Context: an optimization exercise on an open-source flow, tuned for small area, a short achievable clock period and few clock cycles per item. The choices shown serve that exercise and are no tape-out recipe.
Only simulation tests tie the RTL to the original design; equivalence was not proved.
Power figures rest on the tool's default switching activity, not on a simulated workload.

**flow/run.sh**
```bash
#!/bin/bash
# synth_recipe.tcl (not shown) runs the flow's synth.tcl, then flattens the netlist and writes it again
# the make line also repeats each setting of config.mk as NAME=value (left out here)
make -C /OpenROAD-flow-scripts/flow DESIGN_CONFIG=/design/flow/config.mk WORK_HOME=/design/flow/orfs CLKGATE_MAP_FILE= SYNTH_SCRIPT=/design/flow/synth_recipe.tcl finish
```
**flow/config.mk**
```make
export PLATFORM = sky130hd
export DESIGN_NAME = divider
export DESIGN_NICKNAME = divider
export VERILOG_FILES = /design/flow/design.v
export SDC_FILE = /design/flow/constraint.sdc
export NUM_CORES = 4
export LEC_CHECK = 0
export CAP_MARGIN = 20
export CORE_MARGIN = 2
export CORE_UTILIZATION = 40
export SLEW_MARGIN = 20
```
**flow/constraint.sdc**
```tcl
create_clock -name core_clock -period 7.0 [get_ports {clk}]
set_input_delay 1.4000 -clock core_clock [delete_from_list [all_inputs] [get_ports {clk}]]
set_output_delay 1.4000 -clock core_clock [all_outputs]
set_load 0.01 [all_outputs]
```
**flow/design.v**
```verilog
module divider (clk, quot, rem, fin, dvdend, dvsor, reset);
	output [31:0] quot;
	output [63:0] rem;
	output fin;
	input [63:0] dvdend;
	input [31:0] dvsor;
	input clk, reset;
	reg [31:0] quot;
	reg [63:0] rem;
	reg fin;
	reg [5:0] rep;
	reg carry, borrow;
	always @(posedge clk)
		begin
		if (reset == 1)
			begin
			fin = 0;
			rep = 0;
			end
		else
			begin
			if (rep == 0)
				begin
				rem = dvdend;
				rep = rep + 1;
				end
			else if (rep >= 1)
				begin
				carry = rem[63];
				rem = rem << 1;
				{borrow, rem[63:32]} = {carry, rem[63:32]} - {1'b0, dvsor};
				quot = quot << 1;
				if (borrow == 1)
					rem[63:32] = rem[63:32] + dvsor;
				else
					quot[0:0] = 1;
				if (rep == 32)
					fin = 1;
				rep = rep + 1;
				end
			end
		end
endmodule
```
==> results.txt <==
# TYPE chip_impl_metric gauge
chip_impl_info{name="cts_tree",value="built"} 1
chip_impl_info{name="yosysTopAreaCell",value="sky130_fd_sc_hd__edfxtp_1"} 1
chip_impl_metric{name="grt_antenna_before_repair",unit=""} 0
chip_impl_info{name="setup.worst_path.start_class",value="primary input"} 1
chip_impl_metric{name="fp-row-count",unit=""} 50
chip_impl_metric{name="cts-root-to-sink-buffers",unit=""} 2
chip_impl_metric{name="achievable-frequency",unit="MHz"} 160
chip_impl_metric{name="dieArea",unit="sq um"} 20000
chip_impl_metric{name="synth_edf_count",unit=""} 96
chip_impl_metric{name="avgViaCountPerCell",unit=""} 5.33
chip_impl_metric{name="ir_drop",unit="uV"} 262
chip_impl_info{name="hold_path_end",value="quot[15]"} 1
chip_impl_metric{name="clock-sinks",unit=""} 103
chip_impl_metric{name="globalRouteMet1Util",unit="%"} 28.2
chip_impl_metric{name="detail_route.iter0.violations",unit=""} 366
chip_impl_metric{name="area_growth_from_synthesis_to_layout",unit="%"} 32.8
chip_impl_metric{name="cp_data_required_time",unit="ns"} 7.12
chip_impl_metric{name="mappedNetlistArea",unit="sq um"} 7570
chip_impl_metric{name="avgSynthCellArea",unit="sq um"} 8.91
chip_impl_info{name="ys.flop_type",value="sky130_fd_sc_hd__edfxtp_1"} 1
chip_impl_metric{name="final.period_utilization",unit="%"} 89.0
chip_impl_metric{name="power.static_leakage",unit="uW"} 0.00423
chip_impl_info{name="cts-root-buf",value="sky130_fd_sc_hd__clkbuf_16"} 1
chip_impl_info{name="grt_busiest_layer",value="met2"} 1
chip_impl_metric{name="clk_pin_slew",unit="ns"} 0.08
chip_impl_metric{name="fin_setup_tns",unit="ns"} 0
chip_impl_metric{name="asyncSetResetFlopFracSynth",unit="%"} 0
chip_impl_metric{name="gr_overflow_total",unit=""} 0
chip_impl_info{name="worst_r2r_startpoint",value="rem[31]"} 1
chip_impl_metric{name="port_buffers",unit=""} 194
chip_impl_metric{name="ant_nets",unit=""} 0
chip_impl_metric{name="place_inst",unit=""} 1254
chip_impl_metric{name="power_density",unit="nW/um^2"} 539
chip_impl_metric{name="grt_start_max_net_pins",unit=""} 88
chip_impl_metric{name="htree_num_levels",unit=""} 3
chip_impl_metric{name="min_period",unit="ns"} 6.23
chip_impl_metric{name="routabilityCongestion",unit=""} 0.853
chip_impl_metric{name="core",unit="sq um"} 18600
chip_impl_info{name="hold_path_class",value="flop to flop"} 1
chip_impl_metric{name="drv_cap",unit=""} 0
chip_impl_metric{name="wl_per_cell",unit="um"} 16.6
chip_impl_metric{name="detail_route.drc_violations",unit=""} 0
chip_impl_metric{name="finalHoldViolations",unit=""} 0
chip_impl_info{name="end_of_the_worst_register_to_register_path",value="rem[61]"} 1
chip_impl_metric{name="die_height",unit="um"} 142
chip_impl_metric{name="postCtsSetupRepairBufs",unit=""} 0
chip_impl_metric{name="max-slew-margin-rel",unit="%"} 28.9
chip_impl_metric{name="synth_instances",unit=""} 850
chip_impl_metric{name="postCtsHoldBufs",unit=""} 0
chip_impl_metric{name="tritoncts_buffer_count",unit=""} 9
chip_impl_info{name="run_status",value="finished clean"} 1
chip_impl_metric{name="final_layout_size_suffix_gt1_share",unit="%"} 3.67
chip_impl_metric{name="synth.lib_cells_used.distinct",unit=""} 59
chip_impl_metric{name="global_route_wire_length_before_repair",unit="um"} 33500
chip_impl_metric{name="setup_viol",unit=""} 0
chip_impl_metric{name="timing_worst_slew_pin_value",unit="ns"} 1.06
chip_impl_info{name="rsz_0062_raised_after_global_routing",value="false"} 1
chip_impl_metric{name="die_width",unit="um"} 142
chip_impl_metric{name="yosysSeqAreaShare",unit="%"} 39.9
chip_impl_info{name="synth.top_cells.by_area",value="sky130_fd_sc_hd__edfxtp_1 38%, sky130_fd_sc_hd__ha_1 11%, sky130_fd_sc_hd__nand2_1 8.4%, sky130_fd_sc_hd__a21oi_1 5.2%, sky130_fd_sc_hd__xnor2_1 4.6%"} 1
chip_impl_metric{name="use_met3",unit="%"} 5.50
chip_impl_metric{name="dp_hpwl",unit="um"} 15900
chip_impl_metric{name="setup_ws",unit="ns"} 0.769
chip_impl_metric{name="max_clock_skew",unit="ns"} 0.0126
chip_impl_info{name="hold_wc_startpoint",value="quot[14]"} 1
chip_impl_metric{name="cts-resized-gates",unit=""} 0
chip_impl_metric{name="max_fanout_on_critical_path",unit=""} 7
chip_impl_metric{name="utilization",unit="%"} 53.9
chip_impl_metric{name="worst_hold_path.num_cells",unit=""} 0
chip_impl_metric{name="drt_pass1_iterations",unit=""} 6
chip_impl_metric{name="timing_max_transition_violations_final",unit=""} 0
chip_impl_metric{name="overall_routed_net_length",unit="um"} 21000
chip_impl_metric{name="floorplan.initialDensity",unit="%"} 40.6
chip_impl_info{name="setup.worst_path.end_class",value="flop"} 1
chip_impl_metric{name="vias",unit=""} 6771
chip_impl_metric{name="final_cell_count_no_fill",unit=""} 1270
chip_impl_metric{name="global_route.usage.met2",unit="%"} 33.3
chip_impl_info{name="timing.setup.critical_path_class",value="primary input to flop"} 1
chip_impl_metric{name="worst_r2r_path_depth",unit=""} 22
chip_impl_metric{name="grt_pass1_vias",unit=""} 6582
chip_impl_metric{name="clock_latency",unit="ns"} 0.37
chip_impl_metric{name="finalNetCount",unit=""} 1200
chip_impl_metric{name="global_route.usage.total",unit="%"} 20.9
chip_impl_metric{name="ys_ff_latch",unit=""} 103
chip_impl_metric{name="synth_largest_type_area_fraction",unit="%"} 38.1
chip_impl_metric{name="synth.net_count",unit=""} 1019
chip_impl_metric{name="post_place_setup_slack",unit="ns"} 0.491
chip_impl_metric{name="worst_endpoint_data_arrival_time",unit="ns"} 6.35
chip_impl_metric{name="io_pins",unit=""} 195
chip_impl_metric{name="worst-r2r-setup-slack",unit="ns"} 1.84
chip_impl_metric{name="n_antenna_cell",unit=""} 0
chip_impl_metric{name="yosysWarnings",unit=""} 1
[placed cells by master, fill, tap and decap left out, drive strengths merged, types with 7 or more instances in the layout]
cell type,count
xor2,17
and3,12
xnor2,40
nand2,169
clkdlybuf4s50,194
edfxtp,96
ha,69
a31oi,31
nand2b,12
clkbuf,9
nand3,8
nor2b,10
nor2,69
o21ai,36
inv,54
a211oi,7
a21oi,81
a21o,26
dfxtp,7
nand4,8
[how the worst max path moves through the flow]
stage / start / endpoint / slack, ns
final: dvsor[0] / rem[61] / 0.77
after floorplan: dvsor[0] / rem[61] / 1.51
after detailed placement: dvsor[0] / rem[61] / 0.49
after global placement: dvsor[0] / rem[61] / 0.61
after CTS: dvsor[0] / rem[61] / 0.87
after global routing: dvsor[0] / rem[61] / 0.36
[final cells by class]
| type | instances | area [sq um] |
|---|---|---|
| multi-input cells | 670 | 4260 |
| clock inverters | 7 | 95.1 |
| well taps | 234 | 293 |
| inverters | 49 | 184 |
| repair buffers | 198 | 1970 |
| clock buffers | 9 | 225 |
| fillers | 1786 | 8590 |
| flip-flops and latches | 103 | 3020 |
[per-stage QoR]
stage                     cell area [sq um]  hold WS, ns  power (uW)
after detailed placement               9740        0.430        4840
after floorplan                        7570        0.430        3810
after global routing                  10100        0.459        5910
after CTS                             10100        0.449        5440
after global placement                 9740        0.428        4850
final                                 10100        0.450        5420
[where the power goes]
part | internal, uW | switching, uW
Sequential | 892 | 82.3
Clock | 291 | 270
Combinational | 1680 | 2210
Total | 2860 | 2560
[cell families (layout without fill, tap and decap cells)]
family,Yosys count,in the layout,synth area share [%]
fa+ha+maj,71,71,11.9
compound gates,225,225,18.9
xor+xnor,57,57,6.59
simple gates,312,312,18.0
buf+inv,77,263,4.00
mux,5,5,0.661
flops,103,103,39.9
[sequential cells by signal, summed over array words and instances (netlist names)]
signal	flops
fin	1
quot	32
rem	64
rep	6
[critical path, stage by stage]
cell and delay, ns:
sky130_fd_sc_hd__clkdlybuf4s50_1 0.48, sky130_fd_sc_hd__ha_1 0.25, sky130_fd_sc_hd__inv_1 0.08, sky130_fd_sc_hd__fa_1 0.47
sky130_fd_sc_hd__a211oi_1 0.24, sky130_fd_sc_hd__nor2_1 0.15, sky130_fd_sc_hd__o2111ai_1 0.35, sky130_fd_sc_hd__nand2_1 0.18
sky130_fd_sc_hd__a31oi_1 0.34, sky130_fd_sc_hd__o21ai_1 0.24, sky130_fd_sc_hd__xor2_1 0.21, sky130_fd_sc_hd__ha_1 0.40
sky130_fd_sc_hd__a21oi_1 0.17, sky130_fd_sc_hd__nor2b_1 0.06, sky130_fd_sc_hd__o21ai_1 0.11, sky130_fd_sc_hd__nand2b_1 0.10
sky130_fd_sc_hd__a21oi_2 0.16, sky130_fd_sc_hd__o21ai_2 0.11, sky130_fd_sc_hd__a2111oi_2 0.37, sky130_fd_sc_hd__a31oi_1 0.08
sky130_fd_sc_hd__a32o_1 0.26, sky130_fd_sc_hd__a31o_1 0.17
[per-layer routing]
| layer | vias up | wire length [um] |
|---|---|---|
| li1 | 3387 | - |
| met1 | 3142 | 9480 |
| met2 | 223 | 9650 |
| met3 | 19 | 1620 |
| met4 | 0 | 287 |
| met5 | - | 0 |
[synth_stat cells, types with 8 or more instances]
cell type                    n
sky130_fd_sc_hd__a21o_1     26
sky130_fd_sc_hd__a21oi_1    78
sky130_fd_sc_hd__a31oi_1    31
sky130_fd_sc_hd__and3_1     12
sky130_fd_sc_hd__clkbuf_1   22
sky130_fd_sc_hd__edfxtp_1   96
sky130_fd_sc_hd__ha_1       69
sky130_fd_sc_hd__inv_1      48
sky130_fd_sc_hd__nand2_1   169
sky130_fd_sc_hd__nand2b_1   12
sky130_fd_sc_hd__nand3_1     8
sky130_fd_sc_hd__nor2_1     68
sky130_fd_sc_hd__nor2b_1     9
sky130_fd_sc_hd__o21ai_0    26
sky130_fd_sc_hd__o21ai_1     8
sky130_fd_sc_hd__xnor2_1    40
sky130_fd_sc_hd__xor2_1     17
Testbench counts, summed over its fixed seeds: cycles 108,800, items 3,200.

port drivers added, routing unchanged:
How much do the figures lean on ideal ports? The routed layout below was timed once more, with nothing changed but the port constraints. Step 1, drivers: a clkbuf_16 drives clk and a buf_2 each remaining input, both assumed. Step 2, shift: input delay + t, output delay - t, t = (earliest + latest rising clock arrival at the registers) / 2. This alone moves slack from input paths to output paths. a / b / c = ideal / step 1 / step 2; a / b = the first two.
t, ns: 0.401
slack for setup (ns): 0.769 / 0.773 / 0.371
clock arrival spread, ns: 0.013 / 0.013
After both steps this run still meets setup and hold. The setup slack of this run moves by +0.004 ns with the drivers and by -0.398 ns with both steps.
